What follows belongs to an exercise in optimizing a design on an open flow for small area, a short achievable clock period and few clock cycles; a production flow would make more cautious choices. RTL that was checked went through simulation tests only; none was proved equivalent to the original. Only the layout flow was run in runs 1 to 4; the RTL was not checked for function there. Power figures rest on the tool's default switching activity, not on a simulated workload.

==> run.sh <==
#!/bin/bash
# synth_recipe.tcl (not shown) runs the flow's synth.tcl, then flattens the netlist and writes it again
# the make line also repeats each setting of config.mk as NAME=value (left out here)
make -C /OpenROAD-flow-scripts/flow DESIGN_CONFIG=/design/flow/config.mk WORK_HOME=/design/flow/orfs CLKGATE_MAP_FILE= SYNTH_SCRIPT=/design/flow/synth_recipe.tcl finish
==> config.mk <==
export PLATFORM = sky130hd
export DESIGN_NAME = rv32i_core
export DESIGN_NICKNAME = rv32i_core
export VERILOG_FILES = /design/flow/design.v
export SDC_FILE = /design/flow/constraint.sdc
export NUM_CORES = 4
export LEC_CHECK = 0
export CAP_MARGIN = 20
export CORE_MARGIN = 2
export CORE_UTILIZATION = 25
export PLACE_DENSITY = 0.4
export SETUP_SLACK_MARGIN = 5
export SLEW_MARGIN = 20
==> constraint.sdc <==
create_clock -name core_clock -period 10.0 [get_ports {clk}]
set_input_delay 2.0000 -clock core_clock [delete_from_list [all_inputs] [get_ports {clk}]]
set_output_delay 2.0000 -clock core_clock [all_outputs]
set_load 0.01 [all_outputs]
==> design.v <==
module rv32i_core (
  input         clk,
  input         rst_n,
  output [31:0] imem_addr,
  input  [31:0] imem_rdata,
  output        dmem_valid,
  output        dmem_we,
  output [31:0] dmem_addr,
  output [31:0] dmem_wdata,
  output [3:0]  dmem_wstrb,
  input  [31:0] dmem_rdata,
  output        halted
);
  reg [31:0] rf [1:31];
  reg [31:0] fpc;         
  reg        halt_r;      
  reg        x_wen;       
  reg        x_br, x_ld, x_st, x_halt;
  reg [31:0] x_a;         
  reg [31:0] x_b;         
  reg [31:0] x_c;         
  reg        x_cin;       
  reg        x_pred;      
  reg        x_late;      
  reg [4:0]  x_rd;
  reg        x_sra;
  reg [2:0]  x_f3;
  reg        x_rsum, x_rsll, x_rslt, x_rxor, x_rsr, x_ror, x_rand, x_rld, x_rc;
  wire [31:0] sum;
  wire        cout;
  add32 u_alu_add (.a(x_a), .b(x_b), .cin(x_cin), .s(sum), .cout(cout));
  wire        ltu = ~cout;                  
  wire        eq  = &(x_a ^ x_b);                
  wire        taken = (x_f3[2] ? ltu : eq) ^ x_f3[0];
  wire        mispredict = x_br & (taken ^ x_pred);
  wire [4:0]  shamt = x_b[4:0];
  reg  [31:0] sh_in, sh_rev;
  integer k;
  always @* begin
    for (k = 0; k < 32; k = k + 1) sh_in[k] = x_rsll ? x_a[31-k] : x_a[k];
  end
  wire        sh_fill = x_sra & x_a[31] & ~x_rsll;
  wire [31:0] sh_r = $signed({sh_fill, sh_in}) >>> shamt;
  always @* begin
    for (k = 0; k < 32; k = k + 1) sh_rev[k] = sh_r[31-k];
  end
  wire [1:0]  ba = x_a[1:0];
  wire [31:0] ld_sh = dmem_rdata >> {ba, 3'b000};
  reg  [31:0] ld_val;
  always @* begin
    case (x_f3[1:0])
      2'b00:   ld_val = {{24{ld_sh[7]  & ~x_f3[2]}}, ld_sh[7:0]};
      2'b01:   ld_val = {{16{ld_sh[15] & ~x_f3[2]}}, ld_sh[15:0]};
      default: ld_val = ld_sh;
    endcase
  end
  wire [31:0] wdata =
      ({32{x_rsum}}  & sum)
    | ({32{x_rsll}}  & sh_rev)
    | ({32{x_rslt}}  & {31'b0, ltu})
    | ({32{x_rxor}}  & (x_a ^ x_b))
    | ({32{x_rsr}}   & sh_r)
    | ({32{x_ror}}   & (x_a | x_b))
    | ({32{x_rand}}  & (x_a & x_b))
    | ({32{x_rld}}   & ld_val)
    | ({32{x_rc}}    & x_c);
  assign imem_addr  = fpc;
  assign dmem_valid = x_ld | x_st;
  assign dmem_we    = x_st;
  assign dmem_addr  = x_a;
  assign dmem_wdata = (x_f3[1:0] == 2'b00) ? {4{x_c[7:0]}} :
                      (x_f3[1:0] == 2'b01) ? {2{x_c[15:0]}} : x_c;
  assign dmem_wstrb = (x_f3[1:0] == 2'b00) ? (4'b0001 << ba) :
                      (x_f3[1:0] == 2'b01) ? (ba[1] ? 4'b1100 : 4'b0011) : 4'b1111;
  assign halted = halt_r | x_halt;
  wire [31:0] in = imem_rdata;
  wire [6:0]  op = in[6:0];
  wire [2:0]  f3 = in[14:12];
  wire [4:0]  rs1 = in[19:15];
  wire [4:0]  rs2 = in[24:20];
  wire d_lui   = (op == 7'b0110111);
  wire d_auipc = (op == 7'b0010111);
  wire d_jal   = (op == 7'b1101111);
  wire d_jalr  = (op == 7'b1100111);
  wire d_br    = (op == 7'b1100011);
  wire d_ld    = (op == 7'b0000011);
  wire d_st    = (op == 7'b0100011);
  wire d_opi   = (op == 7'b0010011);
  wire d_op    = (op == 7'b0110011);
  wire d_known = d_lui | d_auipc | d_jal | d_jalr | d_br | d_ld | d_st | d_opi | d_op;
  wire d_alu   = d_op | d_opi;
  wire [31:0] imm_i = {{20{in[31]}}, in[31:20]};
  wire [31:0] imm_s = {{20{in[31]}}, in[31:25], in[11:7]};
  wire [31:0] imm_b = {{20{in[31]}}, in[7], in[30:25], in[11:8], 1'b0};
  wire [31:0] imm_u = {in[31:12], 12'b0};
  wire [31:0] imm_j = {{12{in[31]}}, in[19:12], in[20], in[30:21], 1'b0};
  reg [31:0] rd1, rd2;
  integer r;
  always @* begin
    rd1 = 32'b0;
    rd2 = 32'b0;
    for (r = 1; r < 32; r = r + 1) begin
      rd1 = rd1 | ({32{rs1 == r}} & rf[r]);
      rd2 = rd2 | ({32{rs2 == r}} & rf[r]);
    end
  end
  wire hit1 = x_wen & (x_rd == rs1);
  wire hit2 = x_wen & (x_rd == rs2);
  wire [31:0] v1 = hit1 ? wdata : rd1;
  wire [31:0] v2 = hit2 ? wdata : rd2;
  wire [31:0] base = hit1 ? x_c : rd1;
  wire [31:0] addr;
  add32 u_addr_add (.a(base), .b(d_st ? imm_s : imm_i), .cin(1'b0), .s(addr), .cout());
  wire        d_usebase = d_ld | d_st | d_jalr;
  wire        stall = d_usebase & hit1 & x_late;
  wire [31:0] fpc4 = fpc + 32'd4;
  wire [31:0] tgt;
  add32 u_tgt_add (.a(fpc), .b(d_jal ? imm_j : d_br ? imm_b : imm_u), .cin(1'b0), .s(tgt), .cout());
  wire        d_pred = d_br & in[31];            
  wire halt_next = halt_r | x_halt;
  wire go = ~halt_next & ~mispredict & ~stall;
  wire [31:0] fpc_next = mispredict ? x_c :
                         stall      ? fpc :
                         d_jalr     ? {addr[31:1], 1'b0} :
                         (d_jal | d_pred) ? tgt : fpc4;
  wire d_sub  = d_br | (d_op & (f3 == 3'b000) & in[30]) | (d_alu & (f3[2:1] == 2'b01));
  wire d_sgn  = (d_br & ~f3[1]) | (d_alu & (f3 == 3'b010));    
  wire [31:0] a_n = (d_ld | d_st) ? addr : {v1[31] ^ d_sgn, v1[30:0]};
  wire [31:0] b_n = (d_op | d_br) ? v2 : imm_i;
  wire [31:0] b_x = b_n ^ {d_sub ^ d_sgn, {31{d_sub}}};
  wire [31:0] c_n = d_st ? v2 :
                    (d_jal | d_jalr | d_pred) ? fpc4 :
                    d_lui ? imm_u : tgt;
  always @(posedge clk or negedge rst_n) begin
    if (!rst_n) begin
      fpc    <= 32'b0;
      halt_r <= 1'b0;
      x_wen  <= 1'b0;
      x_br   <= 1'b0;
      x_ld   <= 1'b0;
      x_st   <= 1'b0;
      x_halt <= 1'b0;
    end else begin
      fpc    <= fpc_next;
      halt_r <= halt_next;
      x_wen  <= go & (in[11:7] != 5'd0) & (d_lui | d_auipc | d_jal | d_jalr | d_ld | d_alu);
      x_br   <= go & d_br;
      x_ld   <= go & d_ld;
      x_st   <= go & d_st;
      x_halt <= go & ~d_known;
    end
  end
  always @(posedge clk) begin
    x_a      <= a_n;
    x_b      <= b_x;
    x_c      <= c_n;
    x_cin    <= d_sub;
    x_pred   <= d_pred;
    x_late   <= d_alu | d_ld;
    x_rd     <= in[11:7];
    x_sra    <= in[30];
    x_f3     <= f3;
    x_rsum   <= d_alu & (f3 == 3'b000);
    x_rsll   <= d_alu & (f3 == 3'b001);
    x_rslt   <= d_alu & (f3[2:1] == 2'b01);
    x_rxor   <= d_alu & (f3 == 3'b100);
    x_rsr    <= d_alu & (f3 == 3'b101);
    x_ror    <= d_alu & (f3 == 3'b110);
    x_rand   <= d_alu & (f3 == 3'b111);
    x_rld    <= d_ld;
    x_rc     <= d_lui | d_auipc | d_jal | d_jalr;
  end
  integer w;
  always @(posedge clk) begin
    for (w = 1; w < 32; w = w + 1)
      if (x_wen && x_rd == w) rf[w] <= wdata;
  end
endmodule
module add32 (
  input  [31:0] a,
  input  [31:0] b,
  input         cin,
  output [31:0] s,
  output        cout
);
  wire [31:0] p0 = a ^ b;
  wire [31:0] g0 = a & b;
  wire [31:0] g [0:5];
  wire [31:0] p [0:5];
  assign g[0] = {g0[31:1], g0[0] | (p0[0] & cin)};
  assign p[0] = p0;
  genvar l, i;
  generate
    for (l = 0; l < 5; l = l + 1) begin : lvl
      for (i = 0; i < 32; i = i + 1) begin : bt
        if (i >= (1 << l)) begin : op
          assign g[l+1][i] = g[l][i] | (p[l][i] & g[l][i - (1 << l)]);
          assign p[l+1][i] = p[l][i] & p[l][i - (1 << l)];
        end else begin : pass
          assign g[l+1][i] = g[l][i];
          assign p[l+1][i] = p[l][i];
        end
      end
    end
  endgenerate
  wire [32:0] c = {g[5], cin};
  assign s = p0 ^ c[31:0];
  assign cout = c[32];
endmodule
==> results_dict.tcl, run 1 <==
set metrics [dict create \
    synth_area_leaders "edfxtp_1, a22oi_1, dfxtp_1" \
    die-area_um2 246000 \
    die_h_um 496 \
    max_slew_margin 0.196 \
    path_buf_inv 6 \
    setup_ws_ns 4.23 \
    cts.sinks 1147 \
    crit_slowest_cell "a2111o_1" \
    critPathTopFamily "compound AO/OA/AOI/OAI gates" \
    use_met2 0.467 \
    track_usage 0.310 \
    path_clk_slew_ns 0.06 \
    drt_iter0_drc 10800 \
    crit_required_ns 10.69 \
    startpoint_type "input port" \
    grt_pass1_wl_um 517000 \
    max_freq_mhz 173 \
    drt_wl_total_um 395000 \
    end_kind "flop" \
    drive_gt1_frac 0.234 \
    grt.met3_usage 0.0900 \
    vdd_drop_max_uv 126 \
    cellLeakagePower_uw 0.0277 \
    core_area_um2 241000 \
    critPathArrivalTime_ns 6.46 \
    drt_first_pass_iters 10 \
    synth_flop_cell "edfxtp_1" \
    holdCritPathClass "flop to flop" \
    synthToLayoutAreaGrowth_pct 29.7 \
    cp_max_fo 10 \
    row_count 180 \
    fillers 24000 \
    worst_pin_slew_ns 1.21 \
    synth_edf_count 992 \
    yosysTopAreaCellShare 0.491 \
    rsz0062_at_grt "yes" \
    power_density_nw_per_um2 188 \
    clockRootBuffer "clkbuf_16" \
    h-tree-depth 4 \
    via_per_inst 6.39 \
    route.detailed.drc 0 \
    min_period_over_period 0.577 \
    post-synth-top-area-cell "edfxtp_1" \
    fin_nets 6140 \
    slew_violations 0 \
    yosysUniqueCellTypes 88 \
    die_w_um 496 \
    port_buffers 168 \
    crit_type "input port to flop" \
    antenna_found_initial 36 \
    cts_buffer_depth 3 \
    ys.warnings.count 3 \
    syn-mean-instance-area_um2 11.2 \
    yosysSeqAreaShare 0.546 \
    min_period_ns 5.77 \
    dp_hpwl_um 249000 \
    status "no timing/DRC/antenna violations" \
    finalSetupTns_ns 0 \
    grt_overflow 0 \
    clkLatencyLatePin_ns 0.84 \
    pre_cts_ws_ns 1.72 \
    busiest_layer "met2" \
    final_antenna_net_count 0 \
    max_cap_violations 0 \
    synthArstFlopShare 0.0331 \
    hold_buffers 0 \
    syn-cell-area_um2 60600 \
    cts_buffers 134 \
    netlist_instances 5435 \
    start_util 0.252 \
    fin_skew_ns 0.0703 \
    grt_use_met1 0.390 \
    tritoncts "done" \
    grt_pass1_vias 55600 \
    post_drt_wl_per_cell_um 42.7 \
    synth-seq-cells 1147 \
    gp_congestion 0.952 \
    setup_violations 0 \
    syn_nets 5631 \
    slowest_delay_ns 0.54 \
    vias 59000 \
    grt_max_degree 64 \
    io_pins 169 \
    finalHoldViolCount 0 \
]
## cells in the final DEF (no fill, tap or decap), types with 25 or more instances in the layout
cell type and n:
o21a_1 44, a21oi_2 28, a22o_1 51, a22oi_2 32, mux2_2 47, o21ai_2 37
nand2_1 518, edfxtp_1 992, a211oi_1 30, buf_12 81, dfxtp_1 113, nand4_1 77
clkinv_1 25, and3_1 72, inv_1 108, o21ai_1 46, a21oi_1 159, a22oi_1 789
mux4_2 36, o21ai_0 153, buf_6 68, a221oi_1 49, ha_1 95, buf_4 433
xnor2_1 71, nor4_1 45, nor3_1 48, dfrtp_1 38, xor2_1 45, nor2_4 80
clkbuf_16 136, nand3_1 151, mux2i_1 51, clkdlybuf4s50_1 153, a21o_1 51, nor2_1 198
a222oi_1 51, clkbuf_1 25, o211ai_1 75
## synthesized netlist by cell type (23+ instances only)
master    count
a22o_1       51
and3_1       78
buf_1        62
a221oi_1     57
nor4_1       71
nor3_1       71
nor2b_1      25
nand2_1     536
mux2i_1      55
o21a_1       51
xnor2_1      87
o21ai_0     232
o221ai_1     25
a21oi_1     196
a222oi_1     51
a22oi_1     821
o211ai_1     75
xor2_1       54
nand4_1      77
mux4_2       36
nor2_1      286
a211oi_1     47
nand2b_1     25
and2_1       34
mux2_2       48
dfxtp_1     117
dfrtp_1      38
inv_1       113
a21o_1       51
nand3_1     185
edfxtp_1    992
ha_1        126
a31oi_1      23
clkbuf_1    316
## through the flow
step	std cells	instance area (um^2)	total power [uW]	hold WS, ns	util
floorplan	5435	61200	7380	0.447	-
global placement	8640	67700	9130	0.458	0.281
detailed placement	8641	67800	9110	0.461	0.281
CTS	9157	77000	14500	0.474	0.320
global route	9231	78600	15200	0.496	0.327
finish	9236	78600	14800	0.470	0.327
## sequential cells by signal (all words and copies together) (netlist names), 3 cells and up
| register | cells |
|---|---|
| x_b | 32 |
| rf | 992 |
| x_rd | 5 |
| x_c | 32 |
| x_a | 32 |
| fpc | 32 |
| x_f3 | 3 |
## where the power goes
group	internal (uW)	leakage [uW]	switching, uW
clock	2820	0.00212	2220
combinational	1560	0.0152	2250
sequential	5330	0.0104	614
total	9700	0.0277	5080
## final cells by class
cell class | count | area, um^2 | share of cell area
clock inverters | 71 | 850 | 0.0108
clock buffers | 166 | 3550 | 0.0451
repair buffers | 771 | 7850 | 0.0998
well taps | 3185 | 3990 | 0.0507
multi-input cells | 3772 | 28900 | 0.367
flip-flops and latches | 1147 | 33100 | 0.421
inverters | 118 | 447 | 0.00568
diodes | 6 | 15.0 | 0.000191
## final timing paths
check | cells after the start | end | slack [ns] | start
min in group asynchronous | 1 | fpc[0]$_DFFE_PN0P_ | 1.23 | rst_n
worst max-delay path | 25 | fpc[28]$_DFFE_PN0P_ | 4.23 | imem_rdata[16]
worst min-delay path | 1 | halt_r$_DFF_PN0_ | 0.47 | halt_r$_DFF_PN0_
max in group asynchronous | 1 | fpc[6]$_DFFE_PN0P_ | 8.32 | rst_n
worst max register to register | 10 | x_b[0]$_DFF_P_ | 4.97 | x_rsll$_DFF_P_
worst min register to register | 1 | halt_r$_DFF_PN0_ | 0.47 | halt_r$_DFF_PN0_
## layer usage
layer  vias to the layer above  part of all wire
met5                         -           0.00088
met4                        30             0.079
met3                      1413              0.12
met2                      5208              0.43
met1                     29700              0.37
li1                      22600                 -
## logic make-up (layout without fill, tap and decap cells)
group / count (synthesis) / count (layout) / share of synthesized area
AOI/OAI and AO/OA: 1879 / 1879 / 0.222
xor gates and xnor gates: 141 / 141 / 0.0204
adders and majority gates: 130 / 130 / 0.0273
buffers and inverters: 519 / 1126 / 0.0333
DFF: 1147 / 1147 / 0.546
muxes: 153 / 153 / 0.0373
other: 0 / 6 / 0
and+or+nand+nor: 1466 / 1469 / 0.114
## what timing repair did
action | 4_1_cts | 5_1_grt
endpoints found under the setup margin | 171 | 198
gates resized for setup | 523 | 216
hold endpoints to repair | 0 | 0
cloned | 9 | 1
setup buffers | 270 | 71
pin swaps | 163 | 96
==> run 2, diff against run 1 <==
--- a/design.v
+++ b/design.v
@@ -13,6 +13,10 @@
 );
   reg [31:0] rf [1:31];
   reg [31:0] fpc;         
+  reg        d_v;         
+  reg [31:0] d_ir;
+  reg [31:0] d_pc;
+  reg        d_pred;      
   reg        halt_r;      
   reg        x_wen;       
   reg        x_br, x_ld, x_st, x_halt;
@@ -29,7 +33,7 @@
   wire [31:0] sum;
   wire        cout;
   add32 u_alu_add (.a(x_a), .b(x_b), .cin(x_cin), .s(sum), .cout(cout));
-  wire        ltu = ~cout;                  
+  wire        ltu = ~cout;                       
   wire        eq  = &(x_a ^ x_b);                
   wire        taken = (x_f3[2] ? ltu : eq) ^ x_f3[0];
   wire        mispredict = x_br & (taken ^ x_pred);
@@ -73,7 +77,7 @@
   assign dmem_wstrb = (x_f3[1:0] == 2'b00) ? (4'b0001 << ba) :
                       (x_f3[1:0] == 2'b01) ? (ba[1] ? 4'b1100 : 4'b0011) : 4'b1111;
   assign halted = halt_r | x_halt;
-  wire [31:0] in = imem_rdata;
+  wire [31:0] in = d_ir;
   wire [6:0]  op = in[6:0];
   wire [2:0]  f3 = in[14:12];
   wire [4:0]  rs1 = in[19:15];
@@ -112,28 +116,39 @@
   wire [31:0] addr;
   add32 u_addr_add (.a(base), .b(d_st ? imm_s : imm_i), .cin(1'b0), .s(addr), .cout());
   wire        d_usebase = d_ld | d_st | d_jalr;
-  wire        stall = d_usebase & hit1 & x_late;
-  wire [31:0] fpc4 = fpc + 32'd4;
-  wire [31:0] tgt;
-  add32 u_tgt_add (.a(fpc), .b(d_jal ? imm_j : d_br ? imm_b : imm_u), .cin(1'b0), .s(tgt), .cout());
-  wire        d_pred = d_br & in[31];            
+  wire        stall = d_v & d_usebase & hit1 & x_late;
+  wire [31:0] dpc4 = d_pc + 32'd4;
+  wire [31:0] dtgt;
+  add32 u_tgt_add (.a(d_pc), .b(d_br ? imm_b : imm_u), .cin(1'b0), .s(dtgt), .cout());
   wire halt_next = halt_r | x_halt;
-  wire go = ~halt_next & ~mispredict & ~stall;
-  wire [31:0] fpc_next = mispredict ? x_c :
-                         stall      ? fpc :
-                         d_jalr     ? {addr[31:1], 1'b0} :
-                         (d_jal | d_pred) ? tgt : fpc4;
+  wire go = d_v & ~halt_next & ~mispredict & ~stall;
+  wire redirect_d = go & d_jalr;
   wire d_sub  = d_br | (d_op & (f3 == 3'b000) & in[30]) | (d_alu & (f3[2:1] == 2'b01));
   wire d_sgn  = (d_br & ~f3[1]) | (d_alu & (f3 == 3'b010));    
   wire [31:0] a_n = (d_ld | d_st) ? addr : {v1[31] ^ d_sgn, v1[30:0]};
   wire [31:0] b_n = (d_op | d_br) ? v2 : imm_i;
   wire [31:0] b_x = b_n ^ {d_sub ^ d_sgn, {31{d_sub}}};
   wire [31:0] c_n = d_st ? v2 :
-                    (d_jal | d_jalr | d_pred) ? fpc4 :
-                    d_lui ? imm_u : tgt;
+                    (d_jal | d_jalr | d_pred) ? dpc4 :
+                    d_lui ? imm_u : dtgt;
+  wire [31:0] fin = imem_rdata;
+  wire f_jal  = (fin[6:0] == 7'b1101111);
+  wire f_pred = (fin[6:0] == 7'b1100011) & fin[31];
+  wire [31:0] f_immj = {{12{fin[31]}}, fin[19:12], fin[20], fin[30:21], 1'b0};
+  wire [31:0] f_immb = {{20{fin[31]}}, fin[7], fin[30:25], fin[11:8], 1'b0};
+  wire [31:0] ftgt_j, ftgt_b;
+  add32 u_ftgtj_add (.a(fpc), .b(f_immj), .cin(1'b0), .s(ftgt_j), .cout());
+  add32 u_ftgtb_add (.a(fpc), .b(f_immb), .cin(1'b0), .s(ftgt_b), .cout());
+  wire [31:0] fpc4 = fpc + 32'd4;
+  wire replay = stall & ~mispredict & ~halt_next;
+  wire [31:0] fpc_next = mispredict ? x_c :
+                         replay     ? d_pc :
+                         redirect_d ? {addr[31:1], 1'b0} :
+                         f_jal ? ftgt_j : f_pred ? ftgt_b : fpc4;
   always @(posedge clk or negedge rst_n) begin
     if (!rst_n) begin
       fpc    <= 32'b0;
+      d_v    <= 1'b0;
       halt_r <= 1'b0;
       x_wen  <= 1'b0;
       x_br   <= 1'b0;
@@ -142,6 +157,7 @@
       x_halt <= 1'b0;
     end else begin
       fpc    <= fpc_next;
+      d_v    <= ~(mispredict | replay | redirect_d | halt_next);
       halt_r <= halt_next;
       x_wen  <= go & (in[11:7] != 5'd0) & (d_lui | d_auipc | d_jal | d_jalr | d_ld | d_alu);
       x_br   <= go & d_br;
@@ -149,6 +165,11 @@
       x_st   <= go & d_st;
       x_halt <= go & ~d_known;
     end
+  end
+  always @(posedge clk) begin
+    d_ir   <= fin;
+    d_pc   <= fpc;
+    d_pred <= f_pred;
   end
   always @(posedge clk) begin
     x_a      <= a_n;
==> results_dict.tcl, run 2 <==
set metrics [dict create \
    clockRootBuffer "clkbuf_16" \
    path_clk_slew_ns 0.06 \
    min_period_ns 5.20 \
    grt_pass1_wl_um 524000 \
    crit_required_ns 10.63 \
    synthArstFlopShare 0.0322 \
    synth_most_common_cell "edfxtp_1" \
    reg2regPathDepth 11 \
    min_path_cells 0 \
    cts.sinks 1213 \
    dpl_cell_area_um2 72200 \
    largest_reg_flops 992 \
    post-synth-top-area-cell "edfxtp_1" \
    synth_edf_count 992 \
    holdCritPathClass "flop to flop" \
    io_pins 169 \
    final_antenna_net_count 0 \
    tritoncts "done" \
    core_area_um2 260000 \
    yosysSeqAreaShare 0.527 \
    netlist_instances 6005 \
    route.detailed.drc 0 \
    die_w_um 515 \
    die-area_um2 265000 \
    port_buffers 168 \
    finalHoldViolCount 0 \
    cts_buffers 140 \
    setup_violations 0 \
    grt_pass1_vias 57500 \
    drt_iter0_drc 11000 \
    syn-cell-area_um2 65300 \
    min_period_over_period 0.520 \
    power_density_nw_per_um2 190 \
    grt_overflow 0 \
    cts_buffer_depth 3 \
    synth_flop_cell "edfxtp_1" \
    worst_pin_slew_ns 1.20 \
    drt_wl_total_um 398000 \
    status "no timing/DRC/antenna violations" \
    die_h_um 515 \
    cp_max_fo 18 \
    fin_nets 6477 \
    syn_nets 6247 \
    yosysTopAreaCellShare 0.456 \
    setup_ws_ns 4.80 \
    fin_skew_ns 0.0660 \
    synthToLayoutAreaGrowth_pct 20.8 \
    gp_congestion 0.931 \
    track_usage 0.288 \
    final_cell_mix "edfxtp_1, a22oi_1, nand2_1" \
    max_freq_mhz 192 \
    via_per_inst 6.30 \
    row_count 187 \
    slew_violations 0 \
    vias 61400 \
    rsz0062_at_grt "yes" \
    regMostFlops "rf" \
    fin_area_um2 78900 \
    synth_area_leaders "edfxtp_1, a22oi_1, dfxtp_1" \
    vdd_drop_max_uv 202 \
    dp_hpwl_um 250000 \
    h-tree-depth 4 \
    syn-mean-instance-area_um2 10.9 \
    instances_no_fill 9755 \
    max_cap_violations 0 \
    synth_common_cells "edfxtp_1, a22oi_1, nand2_1" \
    dp.cells 9391 \
    fillers 26500 \
    drive_gt1_frac 0.143 \
    cellLeakagePower_uw 0.0280 \
    crit_type "flop to flop" \
    post_drt_wl_per_cell_um 40.8 \
    grt_max_degree 64 \
    yosysUniqueCellTypes 92 \
    critPathArrivalTime_ns 5.83 \
    synth-seq-cells 1213 \
    startpoint_type "flop" \
    start_util 0.251 \
    drt_first_pass_iters 10 \
    antenna_found_initial 32 \
    max_slew_margin 0.195 \
    finalSetupTns_ns 0 \
    hold_buffers 0 \
    ys.warnings.count 3 \
    final_common_cell "edfxtp_1" \
    end_kind "flop" \
    pre_cts_ws_ns 3.62 \
    clkLatencyLatePin_ns 0.84 \
    whs_ns 0.405 \
]
[run 2: routing by layer]
layer / GRT usage / part of all wire
met2: 0.440 / 0.43
met4: 0.147 / 0.062
met5: 0 / 0.00021
met3: 0.0729 / 0.11
met1: 0.376 / 0.39
[run 2: cell type report]
type / count / area [um^2] / share of cell area
Tap cell: 3402 / 4260 / 0.0540
Sequential cell: 1213 / 34400 / 0.437
Clock inverter: 74 / 893 / 0.0113
Clock buffer: 176 / 3740 / 0.0474
Inverter: 128 / 489 / 0.00620
Timing Repair Buffer: 496 / 4770 / 0.0604
Timing Repair inverter: 2 / 12.5 / 0.000159
Multi-Input combinational cell: 4254 / 30200 / 0.384
Antenna cell: 10 / 25.0 / 0.000317
[run 2: final timing paths]
check	slack, ns	to	startpoint
max	4.80	x_b[3]$_DFF_P_	d_ir[21]$_DFF_P_
min	0.40	x_pred$_DFF_P_	d_pred$_DFF_P_
max reg2reg	4.80	x_b[3]$_DFF_P_	d_ir[21]$_DFF_P_
min reg2reg	0.40	x_pred$_DFF_P_	d_pred$_DFF_P_
max in group asynchronous	8.26	fpc[22]$_DFF_PN0_	rst_n
min in group asynchronous	1.29	x_br$_DFF_PN0_	rst_n
[run 2: stage by stage]
stage | total power [uW] | utilization
detailed placement | 9540 | 0.278
global route | 15400 | 0.304
global placement | 9550 | 0.278
floorplan | 7830 | -
CTS | 14900 | 0.300
finish | 15000 | 0.304
[run 2: cell families (layout without fill, tap and decap cells)]
| kind of cell | count (synthesis) | after routing | synth area share |
|---|---|---|---|
| AOI/OAI and AO/OA | 2042 | 2042 | 0.224 |
| and+or+nand+nor | 1704 | 1705 | 0.122 |
| DFF | 1213 | 1213 | 0.527 |
| buffers and inverters | 539 | 876 | 0.0326 |
| adders and majority gates | 176 | 176 | 0.0344 |
| xor gates and xnor gates | 172 | 172 | 0.0231 |
| muxes | 159 | 159 | 0.0361 |
| other | 0 | 10 | 0 |
[run 2: what timing repair did]
| action | CTS | global route |
|---|---|---|
| gates resized for setup | 112 | 132 |
| setup buffers | 59 | 39 |
| endpoints found under the setup margin | 137 | 117 |
| gates cloned | 3 | 3 |
| pin swaps | 25 | 30 |
[run 2: power by group]
part           internal, uW  switching [uW]  total [uW]
clock                  3000            2340        5340
combinational          1310            2130        3440
sequential             5600             624        6220
total                  9900            5100       15000
[run 2: critical path: stages (launching register included)]
cell and delay (ns):
dfxtp_1 0.31, buf_4 0.29, nor3b_1 0.86, and2_2 1.00, buf_4 0.61, a22oi_1 0.17
nand2_1 0.13, nor4_1 0.06, nand3_1 0.42, o21ai_1 0.30, o21ai_0 0.70, xor2_1 0.14
==> run 3, diff against run 2 <==
==> flow/run.sh (new file) <==
#!/bin/bash
set -euo pipefail
bash standard.sh SETUP_SLACK_MARGIN=6 finish > standard_flow.log 2>&1
==> standard.sh (new file) <==
#!/bin/bash
# synth_recipe.tcl (not shown) runs the flow's synth.tcl, then flattens the netlist and writes it again
# the make line also repeats each setting of config.mk as NAME=value (left out here)
make -C /OpenROAD-flow-scripts/flow DESIGN_CONFIG=/design/flow/config.mk WORK_HOME=/design/flow/orfs CLKGATE_MAP_FILE= SYNTH_SCRIPT=/design/flow/synth_recipe.tcl "${@:-finish}"
--- a/config.mk
+++ b/config.mk
@@ -9,5 +9,4 @@
 export CORE_MARGIN = 2
 export CORE_UTILIZATION = 25
 export PLACE_DENSITY = 0.4
-export SETUP_SLACK_MARGIN = 5
 export SLEW_MARGIN = 20
removed: run.sh
==> results_dict.tcl, run 3 <==
set metrics [dict create \
    status "no timing/DRC/antenna violations" \
    regMostFlops "rf" \
    slowest_delay_ns 0.43 \
    crit_type "flop to flop" \
    crit_slowest_cell "or3b_4" \
    drt_iter0_drc 11000 \
    max_freq_mhz 211 \
    p_int_uw 10300 \
    critPathArrivalTime_ns 5.44 \
    syn-mean-instance-area_um2 10.9 \
    synth_common_cells "edfxtp_1, a22oi_1, nand2_1" \
    fin_nets 6718 \
    yosysUniqueCellTypes 92 \
    port_buffers 168 \
    die_w_um 515 \
    final_cell_mix "edfxtp_1, a22oi_1, nand2_1" \
    p_switching_uw 5420 \
    tritoncts "done" \
    swShare 0.345 \
    clkLatencyLatePin_ns 0.84 \
    finish.utilization 0.327 \
    synth_area_leaders "edfxtp_1, a22oi_1, dfxtp_1" \
    io_pins 169 \
    grt_max_degree 62 \
    vdd_drop_max_uv 192 \
    clockRootBuffer "clkbuf_16" \
    setup_violations 0 \
    power_density_nw_per_um2 185 \
    start_util 0.251 \
    min_period_ns 4.74 \
    netlist_instances 6005 \
    holdCritPathClass "flop to flop" \
    finalHoldViolCount 0 \
    drt_wl_total_um 415000 \
    ys.warnings.count 3 \
    whs_ns 0.412 \
    via_per_inst 6.35 \
    p_comb_frac 0.260 \
    hold_buffers 0 \
    largest_reg_flops 992 \
    die-area_um2 265000 \
    fin_skew_ns 0.0666 \
    p_seq_frac 0.396 \
    min_period_over_period 0.474 \
    power_frac_clock 0.344 \
    vias 63600 \
    drive_gt1_frac 0.234 \
    path_buf_inv 4 \
    syn_nets 6247 \
    slew_violations 0 \
    post_drt_wl_per_cell_um 41.4 \
    fillers 26100 \
    worst_pin_slew_ns 1.24 \
    route.detailed.drc 0 \
    post-synth-top-area-cell "edfxtp_1" \
    syn-cell-area_um2 65300 \
    core_area_um2 260000 \
    cp_cell_sequence "buf_6 > or3b_4 > nor2_4 > buf_4 > a22oi_1 > nand2_1 > nor4_1 > and3_4 > nand3_4 > o21a_1 > ha_4 > buf_4 > and4_1 > a21o_1 > o21ai_2 > nand4_1 > a211oi_2 > buf_4 > o31ai_2 > xnor2_1 > and2_1 > o31ai_1" \
    yosysTopAreaCellShare 0.456 \
    track_usage 0.300 \
    synthArstFlopShare 0.0322 \
    final_antenna_net_count 0 \
    yosysSeqAreaShare 0.527 \
    die_h_um 515 \
    h-tree-depth 4 \
    finalSetupTns_ns 0 \
    cellLeakagePower_uw 0.0305 \
    gp_congestion 0.958 \
    critPathMostFrequentCell "buf_4" \
    startpoint_type "flop" \
    grt_overflow 0 \
    cts_buffer_depth 3 \
    crit_required_ns 10.70 \
    synth_most_common_cell "edfxtp_1" \
    grt_pass1_vias 59100 \
    path_clk_slew_ns 0.06 \
    synth_edf_count 992 \
    dp_hpwl_um 251000 \
    drt_first_pass_iters 10 \
    cp_max_fo 13 \
    final_common_cell "edfxtp_1" \
    cts.sinks 1213 \
    finalPower_uw 15700 \
    synth-seq-cells 1213 \
    synth_flop_cell "edfxtp_1" \
    grt_pass1_wl_um 543000 \
    max_cap_violations 0 \
    rsz0062_at_grt "yes" \
    max_slew_margin 0.173 \
    cts_buffers 144 \
    antenna_found_initial 34 \
    synthToLayoutAreaGrowth_pct 30.1 \
    critPathTopFamily "simple AND/OR/NAND/NOR gates" \
    row_count 187 \
    end_kind "flop" \
]
run 3: worst paths after layout:
| path | depth (start not counted) | slack [ns] | to | startpoint |
|---|---|---|---|---|
| worst max register to register | 22 | 5.26 | fpc[28]$_DFF_PN0_ | d_ir[18]$_DFF_P_ |
| worst min-delay path | 0 | 0.41 | x_pred$_DFF_P_ | d_pred$_DFF_P_ |
| worst max-delay path | 22 | 5.26 | fpc[28]$_DFF_PN0_ | d_ir[18]$_DFF_P_ |
| max in group asynchronous | 1 | 8.26 | fpc[14]$_DFF_PN0_ | rst_n |
| min in group asynchronous | 1 | 1.21 | d_v$_DFF_PN0_ | rst_n |
| worst min register to register | 0 | 0.41 | x_pred$_DFF_P_ | d_pred$_DFF_P_ |
run 3: cells by family (layout without fill, tap and decap cells):
family,after synthesis,after routing,share of synthesized area
AO/OA/AOI/OAI,2042,2044,0.224
adder cells (fa/ha/maj),176,176,0.0344
buffers and inverters,539,1119,0.0326
AND/OR/NAND/NOR,1704,1708,0.122
XOR/XNOR,172,172,0.0231
multiplexers,159,159,0.0361
other,0,13,0
flip-flops,1213,1213,0.527
run 3: power by group through the flow:
stage / Combinational, uW / Clock [uW] / Sequential [uW]
after floorplan: 1980 / 0 / 5920
after global placement: 3340 / 0 / 6290
after detailed placement: 3330 / 0 / 6280
after CTS: 3750 / 5450 / 6190
after global routing: 4290 / 5650 / 6200
final: 4080 / 5410 / 6230
run 3: per-stage QoR:
stage	instance area, um^2	setup slack, ns	instances
floorplan	65800	5.75	6005
global placement	72300	3.76	9386
detailed placement	72500	3.73	9392
CTS	82900	5.32	9913
global route	84900	5.13	9995
finish	84900	5.26	10000
run 3: what timing repair did:
item,CTS,global route
pin swaps,110,130
setup endpoints to repair,904,270
setup buffers,234,78
gates cloned,26,2
gates resized for setup,790,313
run 3: layer usage:
metal | vias to the layer above | GRT usage | wire length [um]
met5 | - | 0 | 65
met3 | 1318 | 0.0926 | 51600
met4 | 8 | 0.176 | 30800
li1 | 24700 | - | -
met1 | 32300 | 0.384 | 158000
met2 | 5214 | 0.444 | 174000
run 3: cell type report:
class | instances | area [um^2] | share of cell area
Timing Repair Buffer | 730 | 8080 | 0.0951
Clock inverter | 75 | 896 | 0.0106
Sequential cell | 1213 | 34600 | 0.408
Antenna cell | 13 | 32.5 | 0.000383
Multi-Input combinational cell | 4259 | 32600 | 0.384
Tap cell | 3402 | 4260 | 0.0501
Clock buffer | 186 | 3880 | 0.0458
Inverter | 128 | 503 | 0.00592
==> run 4, diff against run 3 <==
--- a/design.v
+++ b/design.v
@@ -13,10 +13,13 @@
 );
   reg [31:0] rf [1:31];
   reg [31:0] fpc;         
+  reg [1:0]  bht [0:15];  
   reg        d_v;         
   reg [31:0] d_ir;
   reg [31:0] d_pc;
   reg        d_pred;      
+  reg [31:1] d_s1;        
+  reg        d_h1, d_h2;  
   reg        halt_r;      
   reg        x_wen;       
   reg        x_br, x_ld, x_st, x_halt;
@@ -25,9 +28,12 @@
   reg [31:0] x_c;         
   reg        x_cin;       
   reg        x_pred;      
+  reg        x_back;      
+  reg [3:0]  x_bi;        
   reg        x_late;      
   reg [4:0]  x_rd;
-  reg        x_sra;
+  reg        x_sra;       
+  reg [4:0]  x_sh;        
   reg [2:0]  x_f3;
   reg        x_rsum, x_rsll, x_rslt, x_rxor, x_rsr, x_ror, x_rand, x_rld, x_rc;
   wire [31:0] sum;
@@ -37,14 +43,10 @@
   wire        eq  = &(x_a ^ x_b);                
   wire        taken = (x_f3[2] ? ltu : eq) ^ x_f3[0];
   wire        mispredict = x_br & (taken ^ x_pred);
-  wire [4:0]  shamt = x_b[4:0];
-  reg  [31:0] sh_in, sh_rev;
+  wire        sh_fill = x_sra & x_a[31];
+  wire [31:0] sh_r = $signed({sh_fill, x_a}) >>> x_sh;
+  reg  [31:0] sh_rev;
   integer k;
-  always @* begin
-    for (k = 0; k < 32; k = k + 1) sh_in[k] = x_rsll ? x_a[31-k] : x_a[k];
-  end
-  wire        sh_fill = x_sra & x_a[31] & ~x_rsll;
-  wire [31:0] sh_r = $signed({sh_fill, sh_in}) >>> shamt;
   always @* begin
     for (k = 0; k < 32; k = k + 1) sh_rev[k] = sh_r[31-k];
   end
@@ -104,12 +106,12 @@
     rd1 = 32'b0;
     rd2 = 32'b0;
     for (r = 1; r < 32; r = r + 1) begin
-      rd1 = rd1 | ({32{rs1 == r}} & rf[r]);
+      rd1 = rd1 | ({32{d_s1[r]}} & rf[r]);
       rd2 = rd2 | ({32{rs2 == r}} & rf[r]);
     end
   end
-  wire hit1 = x_wen & (x_rd == rs1);
-  wire hit2 = x_wen & (x_rd == rs2);
+  wire hit1 = x_wen & d_h1;
+  wire hit2 = x_wen & d_h2;
   wire [31:0] v1 = hit1 ? wdata : rd1;
   wire [31:0] v2 = hit2 ? wdata : rd2;
   wire [31:0] base = hit1 ? x_c : rd1;
@@ -125,7 +127,12 @@
   wire redirect_d = go & d_jalr;
   wire d_sub  = d_br | (d_op & (f3 == 3'b000) & in[30]) | (d_alu & (f3[2:1] == 2'b01));
   wire d_sgn  = (d_br & ~f3[1]) | (d_alu & (f3 == 3'b010));    
-  wire [31:0] a_n = (d_ld | d_st) ? addr : {v1[31] ^ d_sgn, v1[30:0]};
+  reg  [31:0] v1_rev;
+  always @* begin
+    for (r = 0; r < 32; r = r + 1) v1_rev[r] = v1[31-r];
+  end
+  wire d_sll = d_alu & (f3 == 3'b001);
+  wire [31:0] a_n = (d_ld | d_st) ? addr : d_sll ? v1_rev : {v1[31] ^ d_sgn, v1[30:0]};
   wire [31:0] b_n = (d_op | d_br) ? v2 : imm_i;
   wire [31:0] b_x = b_n ^ {d_sub ^ d_sgn, {31{d_sub}}};
   wire [31:0] c_n = d_st ? v2 :
@@ -133,12 +140,19 @@
                     d_lui ? imm_u : dtgt;
   wire [31:0] fin = imem_rdata;
   wire f_jal  = (fin[6:0] == 7'b1101111);
-  wire f_pred = (fin[6:0] == 7'b1100011) & fin[31];
-  wire [31:0] f_immj = {{12{fin[31]}}, fin[19:12], fin[20], fin[30:21], 1'b0};
-  wire [31:0] f_immb = {{20{fin[31]}}, fin[7], fin[30:25], fin[11:8], 1'b0};
-  wire [31:0] ftgt_j, ftgt_b;
-  add32 u_ftgtj_add (.a(fpc), .b(f_immj), .cin(1'b0), .s(ftgt_j), .cout());
-  add32 u_ftgtb_add (.a(fpc), .b(f_immb), .cin(1'b0), .s(ftgt_b), .cout());
+  wire f_agree = bht[fpc[5:2]][1];
+  wire f_pred = (fin[6:0] == 7'b1100011) & (fin[31] ~^ f_agree);
+  wire        f_s = fin[31];
+  wire [12:0] lo_b = {1'b0, fpc[11:0]} + {1'b0, fin[7], fin[30:25], fin[11:8], 1'b0};
+  wire [20:0] lo_j = {1'b0, fpc[19:0]} + {1'b0, fin[19:12], fin[20], fin[30:21], 1'b0};
+  wire [19:0] hb_inc = fpc[31:12] + 20'd1;
+  wire [19:0] hb_dec = fpc[31:12] - 20'd1;
+  wire [11:0] hj_inc = fpc[31:20] + 12'd1;
+  wire [11:0] hj_dec = fpc[31:20] - 12'd1;
+  wire [19:0] hb = (lo_b[12] == f_s) ? fpc[31:12] : lo_b[12] ? hb_inc : hb_dec;
+  wire [11:0] hj = (lo_j[20] == f_s) ? fpc[31:20] : lo_j[20] ? hj_inc : hj_dec;
+  wire [31:0] ftgt_b = {hb, lo_b[11:0]};
+  wire [31:0] ftgt_j = {hj, lo_j[19:0]};
   wire [31:0] fpc4 = fpc + 32'd4;
   wire replay = stall & ~mispredict & ~halt_next;
   wire [31:0] fpc_next = mispredict ? x_c :
@@ -170,6 +184,9 @@
     d_ir   <= fin;
     d_pc   <= fpc;
     d_pred <= f_pred;
+    for (r = 1; r < 32; r = r + 1) d_s1[r] <= (fin[19:15] == r);
+    d_h1   <= (fin[19:15] == in[11:7]);
+    d_h2   <= (fin[24:20] == in[11:7]);
   end
   always @(posedge clk) begin
     x_a      <= a_n;
@@ -177,12 +194,15 @@
     x_c      <= c_n;
     x_cin    <= d_sub;
     x_pred   <= d_pred;
+    x_back   <= in[31];
+    x_bi     <= d_pc[5:2];
     x_late   <= d_alu | d_ld;
     x_rd     <= in[11:7];
-    x_sra    <= in[30];
+    x_sra    <= in[30] & ~d_sll;
+    x_sh     <= d_op ? v2[4:0] : in[24:20];
     x_f3     <= f3;
     x_rsum   <= d_alu & (f3 == 3'b000);
-    x_rsll   <= d_alu & (f3 == 3'b001);
+    x_rsll   <= d_sll;
     x_rslt   <= d_alu & (f3[2:1] == 2'b01);
     x_rxor   <= d_alu & (f3 == 3'b100);
     x_rsr    <= d_alu & (f3 == 3'b101);
@@ -190,6 +210,16 @@
     x_rand   <= d_alu & (f3 == 3'b111);
     x_rld    <= d_ld;
     x_rc     <= d_lui | d_auipc | d_jal | d_jalr;
+  end
+  wire        agreed = taken ~^ x_back;
+  integer e;
+  always @(posedge clk or negedge rst_n) begin
+    if (!rst_n) begin
+      for (e = 0; e < 16; e = e + 1) bht[e] <= 2'b10;
+    end else if (x_br) begin
+      if (agreed) bht[x_bi] <= (bht[x_bi] == 2'b11) ? 2'b11 : bht[x_bi] + 2'b01;
+      else        bht[x_bi] <= (bht[x_bi] == 2'b00) ? 2'b00 : bht[x_bi] - 2'b01;
+    end
   end
   integer w;
   always @(posedge clk) begin
==> run.sh (new file) <==
#!/bin/bash
# synth_recipe.tcl (not shown) runs the flow's synth.tcl, then flattens the netlist and writes it again
# the make line also repeats each setting of config.mk as NAME=value (left out here)
make -C /OpenROAD-flow-scripts/flow DESIGN_CONFIG=/design/flow/config.mk WORK_HOME=/design/flow/orfs CLKGATE_MAP_FILE= SYNTH_SCRIPT=/design/flow/synth_recipe.tcl finish
--- a/config.mk
+++ b/config.mk
@@ -9,4 +9,5 @@
 export CORE_MARGIN = 2
 export CORE_UTILIZATION = 25
 export PLACE_DENSITY = 0.4
+export SETUP_SLACK_MARGIN = 5
 export SLEW_MARGIN = 20
removed: flow/run.sh
removed: standard.sh
==> results_dict.tcl, run 4 <==
set metrics [dict create \
    instances_no_fill 9773 \
    post_drt_wl_per_cell_um 41.2 \
    io_pins 169 \
    max_cap_violations 0 \
    via_per_inst 6.25 \
    row_count 190 \
    clkLatencyLatePin_ns 0.84 \
    hold_buffers 0 \
    synth_most_common_cell "edfxtp_1" \
    antenna_found_initial 27 \
    min_period_over_period 0.512 \
    synthArstFlopShare 0.0551 \
    min_period_ns 5.12 \
    finish.utilization 0.303 \
    yosysTopAreaCellShare 0.444 \
    port_buffers 168 \
    cts_buffer_depth 3 \
    reg2regPathDepth 17 \
    drt_wl_total_um 403000 \
    syn-cell-area_um2 67000 \
    yosysSeqAreaShare 0.538 \
    synth_flop_cell "edfxtp_1" \
    tritoncts "done" \
    critPathTopFamily "compound AO/OA/AOI/OAI gates" \
    cp_cell_sequence "buf_4 > a221oi_1 > nand3_1 > or4_4 > o21a_1 > ha_1 > a21o_1 > a21o_1 > a2111oi_4 > o211ai_1 > a21oi_2 > nor2_2 > a221oi_2 > xor2_2 > buf_4 > o221ai_1 > a31oi_1" \
    critPathLaunch "d_s1[19]$_DFF_P_" \
    slowest_delay_ns 0.62 \
    vdd_drop_max_uv 218 \
    post-synth-top-area-cell "edfxtp_1" \
    setup_violations 0 \
    max_freq_mhz 195 \
    cp_max_fo 18 \
    grt_overflow 0 \
    crit_slowest_cell "dfxtp_2" \
    die-area_um2 272000 \
    end_kind "flop" \
    drt_iter0_drc 9700 \
    finalSetupTns_ns 0 \
    grt_pass1_wl_um 532000 \
    met3WireLength_um 43400 \
    final_common_cell "edfxtp_1" \
    reg2reg_from "d_s1[19]$_DFF_P_" \
    crit_end "fpc[31]$_DFFE_PN0P_" \
    worst_pin_slew_ns 1.22 \
    r2r_slack_ns 4.88 \
    m1WireLength_um 154000 \
    drive_gt1_frac 0.161 \
    start_util 0.251 \
    die_h_um 522 \
    critPathArrivalTime_ns 5.80 \
    crit_type "flop to flop" \
    rsz0062_at_grt "yes" \
    cp.depth 17 \
    crit_required_ns 10.68 \
    dp.cells 9421 \
    drt_first_pass_iters 6 \
    yosysUniqueCellTypes 103 \
    grt_max_degree 47 \
    path_clk_slew_ns 0.06 \
    regMostFlops "rf" \
    synthToLayoutAreaGrowth_pct 20.8 \
    startpoint_type "flop" \
    cts_buffers 152 \
    track_usage 0.285 \
    slew_violations 0 \
    fin_skew_ns 0.0596 \
    max_slew_margin 0.189 \
    top_layer "met5" \
    fin_nets 6348 \
    syn-mean-instance-area_um2 11.4 \
    die_w_um 522 \
    gp_congestion 0.945 \
    clockRootBuffer "clkbuf_16" \
    route.detailed.drc 0 \
    grt_pass1_vias 58200 \
    status "no timing/DRC/antenna violations" \
    synth_area_leaders "edfxtp_1, dfxtp_1, a221oi_1" \
    final_cell_mix "edfxtp_1, nand2_1, a22oi_1" \
    largest_reg_flops 992 \
    h-tree-depth 4 \
    worstReg2RegEnd "fpc[31]$_DFFE_PN0P_" \
    synth_edf_count 992 \
    netlist_instances 5878 \
    whs_ns 0.434 \
    cts.sinks 1288 \
    vias 61100 \
    finalHoldViolCount 0 \
    final_antenna_net_count 0 \
    synth-seq-cells 1288 \
    cellLeakagePower_uw 0.0280 \
    core_area_um2 267000 \
    syn_nets 6134 \
    power_density_nw_per_um2 225 \
    met2_length_um 175000 \
    dp_hpwl_um 250000 \
    ys.warnings.count 4 \
    path_buf_inv 2 \
    synth_common_cells "edfxtp_1, nand2_1, a221oi_1" \
    holdCritPathClass "flop to flop" \
]
run 4: cell types whose count changed in the layout (fill, tap and decap cells not counted), sizes merged, moves of 32 or more:
cell | before | now
o22ai | 22 | 54
a22o | 35 | 311
a221oi | 60 | 377
a22oi | 851 | 370
a222oi | 65 | 0
nor4 | 80 | 18
buf | 564 | 316
and3 | 72 | 33
nand4 | 63 | 117
dfxtp | 182 | 225
nand2 | 637 | 420
nand3 | 183 | 216
or4 | 7 | 40
run 4: per-layer routing:
metal / track usage / vias up
met5: 0.00527 / -
met4: 0.175 / 18
met3: 0.0751 / 1296
met2: 0.439 / 4654
met1: 0.355 / 31100
li1: - / 24000
run 4: kinds of logic (layout without fill, tap and decap cells):
logic type | Yosys count | in the layout | synth area share
buffers and inverters | 545 | 880 | 0.0335
other | 0 | 5 | 0
AO/OA/AOI/OAI | 2072 | 2073 | 0.230
XOR/XNOR | 205 | 205 | 0.0268
adder cells (fa/ha/maj) | 192 | 192 | 0.0367
AND/OR/NAND/NOR | 1411 | 1413 | 0.100
flip-flops | 1288 | 1288 | 0.538
multiplexers | 165 | 165 | 0.0341
run 4: cell type report:
type | count | area [um^2]
repair inverters | 3 | 16.3
repair buffers | 468 | 4120
diodes | 5 | 12.5
clock inverters | 87 | 1050
well taps | 3552 | 4440
clock buffers | 191 | 4060
inverters | 131 | 526
multi-input cells | 4048 | 30600
flip-flops and latches | 1288 | 36200
fillers | 27200 | 186000
run 4: worst reg2reg max path: stages, from the launching register on:
cell and delay (ns):
dfxtp_2 0.62, buf_4 0.52, a221oi_1 0.40, nand3_1 0.16, or4_4 0.59, o21a_1 0.19, ha_1 0.34, a21o_1 0.17
a21o_1 0.22, a2111oi_4 0.41, o211ai_1 0.15, a21oi_2 0.22, nor2_2 0.11, a221oi_2 0.33, xor2_2 0.11, buf_4 0.17
o221ai_1 0.18, a31oi_1 0.10
run 4: how the worst min path moves through the flow:
stage                  startpoint              end  cells after the start
5_1_grt        fpc[0]$_DFFE_PN0P_  d_pc[0]$_DFF_P_                      0
3_5_place_dp       d_pred$_DFF_P_   x_pred$_DFF_P_                      0
3_3_place_gp       d_pred$_DFF_P_   x_pred$_DFF_P_                      0
4_1_cts            d_pred$_DFF_P_   x_pred$_DFF_P_                      0
6_report           d_pred$_DFF_P_   x_pred$_DFF_P_                      0
2_1_floorplan    d_ir[12]$_DFF_P_  x_f3[0]$_DFF_P_                      0
run 4: report_power, final:
group / switching (uW) / leakage (uW) / internal (uW)
clock network: 2490 / 0.00248 / 3320
logic: 3230 / 0.0136 / 2340
registers: 884 / 0.0119 / 5970
run 4: what timing repair did:
action	in CTS	in global routing
gates resized for setup	217	121
endpoints found under the setup margin	103	129
buffers inserted	38	25
gates cloned	4	2
pin swaps	44	38
run 4: per-stage QoR:
stage          total power, uW  setup WS (ns)  instance area (um^2)
6_report                 18200           4.88                 81000
5_1_grt                  18800           4.77                 81000
4_1_cts                  17900           4.92                 80200
3_5_place_dp             11800           3.10                 74100
3_3_place_gp             11800           3.00                 74100
2_1_floorplan             9530           4.45                 67400
==> run 5, diff against run 4 <==
--- a/design.v
+++ b/design.v
@@ -13,11 +13,12 @@
 );
   reg [31:0] rf [1:31];
   reg [31:0] fpc;         
-  reg [1:0]  bht [0:15];  
+  reg [15:0] bht;         
   reg        d_v;         
   reg [31:0] d_ir;
   reg [31:0] d_pc;
   reg        d_pred;      
+  reg        d_fused;     
   reg [31:1] d_s1;        
   reg        d_h1, d_h2;  
   reg        halt_r;      
@@ -124,7 +125,7 @@
   add32 u_tgt_add (.a(d_pc), .b(d_br ? imm_b : imm_u), .cin(1'b0), .s(dtgt), .cout());
   wire halt_next = halt_r | x_halt;
   wire go = d_v & ~halt_next & ~mispredict & ~stall;
-  wire redirect_d = go & d_jalr;
+  wire redirect_d = go & d_jalr & ~d_fused;
   wire d_sub  = d_br | (d_op & (f3 == 3'b000) & in[30]) | (d_alu & (f3[2:1] == 2'b01));
   wire d_sgn  = (d_br & ~f3[1]) | (d_alu & (f3 == 3'b010));    
   reg  [31:0] v1_rev;
@@ -140,7 +141,9 @@
                     d_lui ? imm_u : dtgt;
   wire [31:0] fin = imem_rdata;
   wire f_jal  = (fin[6:0] == 7'b1101111);
-  wire f_agree = bht[fpc[5:2]][1];
+  wire f_agree = bht[fpc[5:2]];
+  wire f_fuse = (fin[6:0] == 7'b1100111) & d_v & d_auipc & (in[11:7] != 5'd0) & (fin[19:15] == in[11:7]);
+  wire [31:0] fjt = dtgt + {{20{fin[31]}}, fin[31:20]};
   wire f_pred = (fin[6:0] == 7'b1100011) & (fin[31] ~^ f_agree);
   wire        f_s = fin[31];
   wire [12:0] lo_b = {1'b0, fpc[11:0]} + {1'b0, fin[7], fin[30:25], fin[11:8], 1'b0};
@@ -158,6 +161,7 @@
   wire [31:0] fpc_next = mispredict ? x_c :
                          replay     ? d_pc :
                          redirect_d ? {addr[31:1], 1'b0} :
+                         f_fuse ? {fjt[31:1], 1'b0} :
                          f_jal ? ftgt_j : f_pred ? ftgt_b : fpc4;
   always @(posedge clk or negedge rst_n) begin
     if (!rst_n) begin
@@ -184,6 +188,7 @@
     d_ir   <= fin;
     d_pc   <= fpc;
     d_pred <= f_pred;
+    d_fused <= f_fuse;
     for (r = 1; r < 32; r = r + 1) d_s1[r] <= (fin[19:15] == r);
     d_h1   <= (fin[19:15] == in[11:7]);
     d_h2   <= (fin[24:20] == in[11:7]);
@@ -212,14 +217,9 @@
     x_rc     <= d_lui | d_auipc | d_jal | d_jalr;
   end
   wire        agreed = taken ~^ x_back;
-  integer e;
   always @(posedge clk or negedge rst_n) begin
-    if (!rst_n) begin
-      for (e = 0; e < 16; e = e + 1) bht[e] <= 2'b10;
-    end else if (x_br) begin
-      if (agreed) bht[x_bi] <= (bht[x_bi] == 2'b11) ? 2'b11 : bht[x_bi] + 2'b01;
-      else        bht[x_bi] <= (bht[x_bi] == 2'b00) ? 2'b00 : bht[x_bi] - 2'b01;
-    end
+    if (!rst_n)    bht <= 16'hFFFF;
+    else if (x_br) bht[x_bi] <= agreed;
   end
   integer w;
   always @(posedge clk) begin
--- a/config.mk
+++ b/config.mk
@@ -7,7 +7,8 @@
 export LEC_CHECK = 0
 export CAP_MARGIN = 20
 export CORE_MARGIN = 2
-export CORE_UTILIZATION = 25
-export PLACE_DENSITY = 0.4
+export CORE_UTILIZATION = 35
+export CTS_BUF_LIST = sky130_fd_sc_hd__clkbuf_8
+export PLACE_DENSITY = 0.5
 export SETUP_SLACK_MARGIN = 5
 export SLEW_MARGIN = 20
==> results_dict.tcl, run 5 <==
set metrics [dict create \
    critPathTopFamily "compound AO/OA/AOI/OAI gates" \
    synth_most_common_cell "edfxtp_1" \
    syn-mean-instance-area_um2 11.3 \
    worst_pin_slew_ns 1.31 \
    finalHoldViolCount 0 \
    critPathLaunch "imem_rdata[26]" \
    row_count 161 \
    max_slew_margin 0.120 \
    synth_common_cells "edfxtp_1, nand2_1, a221oi_1" \
    yosysTopAreaCellShare 0.442 \
    worstReg2RegEnd "fpc[25]$_DFFE_PN0P_" \
    fillers 18100 \
    cts_buffer_depth 3 \
    drt_wl_total_um 374000 \
    cts.sinks 1273 \
    final_cell_mix "edfxtp_1, nand2_1, a221oi_1" \
    ys.warnings.count 3 \
    max_cap_violations 0 \
    synth_flop_cell "edfxtp_1" \
    final_common_cell "edfxtp_1" \
    route.detailed.drc 0 \
    core_area_um2 192000 \
    hold_buffers 0 \
    path_buf_inv 2 \
    regMostFlops "rf" \
    via_per_inst 6.97 \
    crit_required_ns 10.91 \
    start_util 0.351 \
    rsz0062_at_grt "yes" \
    grt_pass1_wl_um 497000 \
    reg2regPathDepth 17 \
    cts_buffers 217 \
    antenna_found_initial 21 \
    track_usage 0.366 \
    crit_end "fpc[31]$_DFFE_PN0P_" \
    cellLeakagePower_uw 0.0288 \
    drive_gt1_frac 0.183 \
    synthArstFlopShare 0.0432 \
    dp_hpwl_um 234000 \
    reg2reg_from "d_s1[18]$_DFF_P_" \
    end_kind "flop" \
    finalSetupTns_ns 0 \
    largest_reg_flops 992 \
    die_w_um 443 \
    yosysUniqueCellTypes 93 \
    drt_iter0_drc 11800 \
    slowest_delay_ns 0.34 \
    clockRootBuffer "clkbuf_8" \
    cp_cell_sequence "buf_6 > ha_4 > a2111oi_4 > o21ai_2 > a32o_2 > a31o_4 > a31o_4 > a31oi_4 > buf_12 > ha_4 > a211oi_4 > o21ai_2 > o31a_1 > a211o_1 > a21o_1 > a21oi_2 > xnor2_1 > xnor2_1 > a211oi_1 > o21ai_1 > a22o_1" \
    syn_nets 6268 \
    setup_violations 0 \
    critPathArrivalTime_ns 6.18 \
    cp.depth 21 \
    r2r_slack_ns 4.73 \
    crit_type "input port to flop" \
    holdCritPathClass "flop to flop" \
    path_clk_slew_ns 0.06 \
    startpoint_type "input port" \
    final_antenna_net_count 0 \
    yosysSeqAreaShare 0.530 \
    die-area_um2 196000 \
    grt_pass1_vias 58600 \
    instances_no_fill 9019 \
    slew_violations 0 \
    crit_slowest_cell "a2111oi_4" \
    synth_area_leaders "edfxtp_1, dfxtp_1, a221oi_1" \
    fin_skew_ns 0.0830 \
    drt_first_pass_iters 9 \
    clkLatencyLatePin_ns 1.08 \
    netlist_instances 5980 \
    post-synth-top-area-cell "edfxtp_1" \
    port_buffers 168 \
    synth-seq-cells 1273 \
    gp_congestion 0.998 \
    fin_nets 6580 \
    vias 62800 \
    max_freq_mhz 190 \
    post_drt_wl_per_cell_um 41.5 \
    min_period_ns 5.27 \
    vdd_drop_max_uv 172 \
    synth_edf_count 992 \
    h-tree-depth 4 \
    grt_max_degree 57 \
    min_period_over_period 0.527 \
    die_h_um 443 \
    cp_max_fo 5 \
    status "no timing/DRC/antenna violations" \
    grt_overflow 0 \
    tritoncts "done" \
    syn-cell-area_um2 67400 \
    dp.cells 8481 \
    power_density_nw_per_um2 231 \
    io_pins 169 \
    synthToLayoutAreaGrowth_pct 19.6 \
]
## run 5: cell types whose count changed after synthesis, moves of 26 or more
cell,before,now
a21o_1,69,95
a21oi_1,215,267
a22oi_1,370,338
ha_1,182,213
nand3_1,216,188
nor2_1,328,292
o21ai_0,224,289
## run 5: cells by family after synthesis
logic type	count (synthesis)	share of synthesized area
xor gates and xnor gates	242	0.0317
adders and majority gates	222	0.0422
and+or+nand+nor	1379	0.0982
DFF	1273	0.530
muxes	146	0.0300
AOI/OAI and AO/OA	2167	0.236
buffers and inverters	551	0.0318
## run 5: worst min-delay path by stage
stage,startpoint,end,slack (ns),cells past startpoint
after floorplan,d_ir[13]$_DFF_P_,x_f3[1]$_DFF_P_,0.33,0
after global placement,d_pred$_DFF_P_,x_pred$_DFF_P_,0.42,0
after detailed placement,d_pred$_DFF_P_,x_pred$_DFF_P_,0.42,0
after CTS,d_pred$_DFF_P_,x_pred$_DFF_P_,0.43,0
after global routing,d_pred$_DFF_P_,x_pred$_DFF_P_,0.45,0
final,d_pred$_DFF_P_,x_pred$_DFF_P_,0.45,0
## run 5: where the power goes
group | internal (uW) | total [uW] | switching [uW]
combinational | 2940 | 6930 | 3990
clock | 2530 | 4950 | 2430
sequential | 5910 | 6730 | 818
total | 11400 | 18600 | 7240
## run 5: final cells by class
type / count / area (um^2) / area share
clock inverter: 163 / 1170 / 0.0145
timing repair inverter: 2 / 8.76 / 0.000109
antenna: 17 / 42.5 / 0.000528
tap: 2526 / 3160 / 0.0392
timing repair buffer: 489 / 4470 / 0.0554
clock buffer: 240 / 3300 / 0.0410
inverter: 152 / 587 / 0.00728
sequential: 1273 / 35800 / 0.445
multi-input combinational: 4157 / 32000 / 0.397
## run 5: worst register-to-register path, cell delays in order, from the launching register on
cell      delay [ns]
dfxtp_2         0.84
buf_4           0.69
a22oi_1         0.24
nand3_1         0.14
or4_4           0.22
o21a_1          0.24
ha_1            0.33
and3_1          0.21
and2_1          0.19
a221o_1         0.34
nand2_1         0.07
a21bo_2         0.27
o211ai_1        0.27
nand2_1         0.10
xnor2_1         0.45
nor2_1          0.16
a211oi_1        0.27
nor3_1          0.07
## run 5: per-stage QoR
step | setup WS [ns] | total power (uW) | hold slack [ns] | area [um^2] | utilization
floorplan | 3.96 | 10000 | 0.329 | 67600 | -
global placement | 2.64 | 12500 | 0.419 | 72900 | 0.380
detailed placement | 2.73 | 12500 | 0.415 | 73000 | 0.380
CTS | 4.73 | 17800 | 0.431 | 79100 | 0.412
global route | 4.63 | 19200 | 0.448 | 80500 | 0.419
finish | 4.73 | 18600 | 0.454 | 80600 | 0.420
## run 5: layer usage
layer  global-route usage  share of wire  vias to the layer above
li1                     -              -                    24600
met1                0.449           0.36                    30800
met2                0.532           0.41                     5749
met3                0.136           0.14                     1673
met4                0.250          0.086                       19
met5               0.0166         0.0015                        -
## run 5: repair_timing
item | CTS | global route
resized for setup | 285 | 241
buffers inserted | 59 | 55
endpoints found under the setup margin | 82 | 94
gates cloned | 4 | 0
pin swaps | 81 | 106
Testbench counts of run 5, summed over its fixed seeds: cycles 73,590.
==> run 6, diff against run 5 <==
==> config.mk (replaced) <==
export PLATFORM = sky130hd
export DESIGN_NAME = rv32i_core
export DESIGN_NICKNAME = rv32i_core
export VERILOG_FILES = /design/flow/design.v
export SDC_FILE = /design/flow/constraint.sdc
export NUM_CORES = 4
export LEC_CHECK = 0
export ABC_AREA = 1
export CAP_MARGIN = 20
export CORE_MARGIN = 2
export CORE_UTILIZATION = 25
export PLACE_DENSITY = 0.4
export SETUP_SLACK_MARGIN = 5
export SLEW_MARGIN = 20
==> results_dict.tcl, run 6 <==
set metrics [dict create \
    fin_skew_ns 0.106 \
    final_cell_mix "nand2_1, edfxtp_1, inv_1" \
    synth-seq-cells 1273 \
    tritoncts "done" \
    die_h_um 541 \
    path_clk_slew_ns 0.06 \
    via_per_inst 5.69 \
    post_drt_wl_per_cell_um 36.2 \
    crit_end "x_b[20]$_DFF_P_" \
    synth_flop_cell "edfxtp_1" \
    route.detailed.drc 0 \
    synth_edf_count 992 \
    synth_most_common_cell "nand2_1" \
    path_buf_inv 4 \
    yosysSeqAreaShare 0.495 \
    syn_nets 8785 \
    drt_first_pass_iters 10 \
    ys.warnings.count 3 \
    vias 73100 \
    r2r_slack_ns 4.76 \
    worst_pin_slew_ns 1.25 \
    drt_wl_total_um 465000 \
    reg2regPathDepth 16 \
    port_buffers 168 \
    grt_pass1_vias 67800 \
    synthArstFlopShare 0.0432 \
    grt_use_met1 0.396 \
    finalHoldViolCount 0 \
    syn-mean-instance-area_um2 8.49 \
    min_period_over_period 0.524 \
    cts_buffers 162 \
    min_period_ns 5.24 \
    cts.sinks 1273 \
    drt_iter0_drc 10800 \
    netlist_instances 8497 \
    finish.utilization 0.311 \
    rsz0062_at_grt "yes" \
    power_density_nw_per_um2 234 \
    finalSetupTns_ns 0 \
    critPathTopFamily "simple AND/OR/NAND/NOR gates" \
    hold_buffers 0 \
    status "no timing/DRC/antenna violations" \
    max_slew_margin 0.147 \
    cp_max_fo 14 \
    final_common_cell "nand2_1" \
    die-area_um2 293000 \
    track_usage 0.304 \
    use_met2 0.474 \
    yosysTopAreaCellShare 0.413 \
    post-synth-top-area-cell "edfxtp_1" \
    cp.depth 16 \
    cellLeakagePower_uw 0.0348 \
    fin_nets 9218 \
    slowest_delay_ns 0.84 \
    holdCritPathClass "flop to flop" \
    startpoint_type "flop" \
    setup_violations 0 \
    grt.met3_usage 0.0679 \
    max_cap_violations 0 \
    crit_required_ns 10.78 \
    die_w_um 541 \
    vdd_drop_max_uv 145 \
    reg2reg_from "d_ir[20]$_DFF_P_" \
    cp_cell_sequence "inv_2 > nand2_1 > nor2_1 > nand2_1 > buf_4 > inv_2 > buf_4 > nand2_1 > o211ai_1 > nor4_2 > nand4_1 > nand2_1 > nand2_1 > nand2_1 > nand2_1 > nand2_1" \
    h-tree-depth 4 \
    busiest_layer "met2" \
    critPathLaunch "d_ir[20]$_DFF_P_" \
    io_pins 169 \
    instances_no_fill 12900 \
    grt_overflow 0 \
    syn-cell-area_um2 72100 \
]
-- run 6: power by group --
part	total, uW	switching (uW)	internal (uW)	leakage [uW]
Combinational	8180	5320	2860	0.0205
Sequential	6710	798	5910	0.0117
Clock	6030	2490	3540	0.00258
-- run 6: worst min-delay path by stage --
stage	startpoint	end	slack, ns	cells after the start
3_3_place_gp	fpc[0]$_DFFE_PN0P_	d_pc[0]$_DFF_P_	0.42	0
2_1_floorplan	d_pred$_DFF_P_	x_pred$_DFF_P_	0.33	0
5_1_grt	d_pred$_DFF_P_	x_pred$_DFF_P_	0.41	0
4_1_cts	fpc[0]$_DFFE_PN0P_	d_pc[0]$_DFF_P_	0.44	0
3_5_place_dp	fpc[0]$_DFFE_PN0P_	d_pc[0]$_DFF_P_	0.42	0
6_report	fpc[0]$_DFFE_PN0P_	d_pc[0]$_DFF_P_	0.43	0
-- run 6: cell families (layout without fill, tap and decap cells) --
kind of cell / Yosys count / in the layout / synth area share
and+or+nand+nor: 3970 / 3973 / 0.232
muxes: 13 / 13 / 0.00180
other: 0 / 22 / 0
adders and majority gates: 222 / 222 / 0.0394
xor gates and xnor gates: 139 / 139 / 0.0169
DFF: 1273 / 1273 / 0.495
buffers and inverters: 1203 / 1755 / 0.0663
AOI/OAI and AO/OA: 1677 / 1677 / 0.149
-- run 6: what timing repair did --
action                     4_1_cts  5_1_grt
buffers inserted                83       94
gates cloned                     3        7
setup endpoints to repair       95       49
hold endpoints to repair         0        0
gates resized for setup        402      408
pin swaps                       56      149
-- run 6: metal layers --
layer / wire length, um / up-vias
met2: 204000 / 4741
met1: 187000 / 36700
met3: 46600 / 1055
li1: - / 30600
met4: 27200 / 20
met5: 169 / -
-- run 6: final cells by class --
| type | count | area (um^2) |
|---|---|---|
| Fill cell | 30300 | 198000 |
| Inverter | 853 | 3320 |
| Multi-Input combinational cell | 6024 | 34900 |
| Clock inverter | 72 | 807 |
| Sequential cell | 1273 | 35800 |
| Clock buffer | 214 | 4450 |
| Timing Repair inverter | 6 | 40.0 |
| Antenna cell | 22 | 55.1 |
| Tap cell | 3781 | 4730 |
| Timing Repair Buffer | 610 | 5380 |
-- run 6: worst reg2reg max path: stages (launching register included) --
cell and delay (ns):
dfxtp_2 0.67, inv_2 0.20, nand2_1 0.27, nor2_1 0.10, nand2_1 0.36, buf_4 0.35
inv_2 0.44, buf_4 0.45, nand2_1 0.14, o211ai_1 0.14, nor4_2 0.61, nand4_1 0.85
nand2_1 0.36, nand2_1 0.10, nand2_1 0.07, nand2_1 0.05, nand2_1 0.08
-- run 6: stage by stage --
| step | worst slack [ns] | hold WS [ns] | cell area (um^2) | power, uW |
|---|---|---|---|---|
| after floorplan | 5.01 | 0.331 | 72100 | 9990 |
| after global placement | 2.98 | 0.422 | 79300 | 13300 |
| after detailed placement | 3.04 | 0.419 | 79400 | 13200 |
| after CTS | 4.86 | 0.436 | 87100 | 20000 |
| after global routing | 4.86 | 0.415 | 89400 | 21600 |
| final | 4.76 | 0.427 | 89500 | 20900 |

Re-timed with assumed drivers on the ports (clkbuf_16 on the clock, buf_2 on other inputs), run 6 has 4.757 ns of setup slack against 4.757 ns with ideal ports, and 4.223 ns once port delays also move by the mid clock arrival of 0.905 ns.
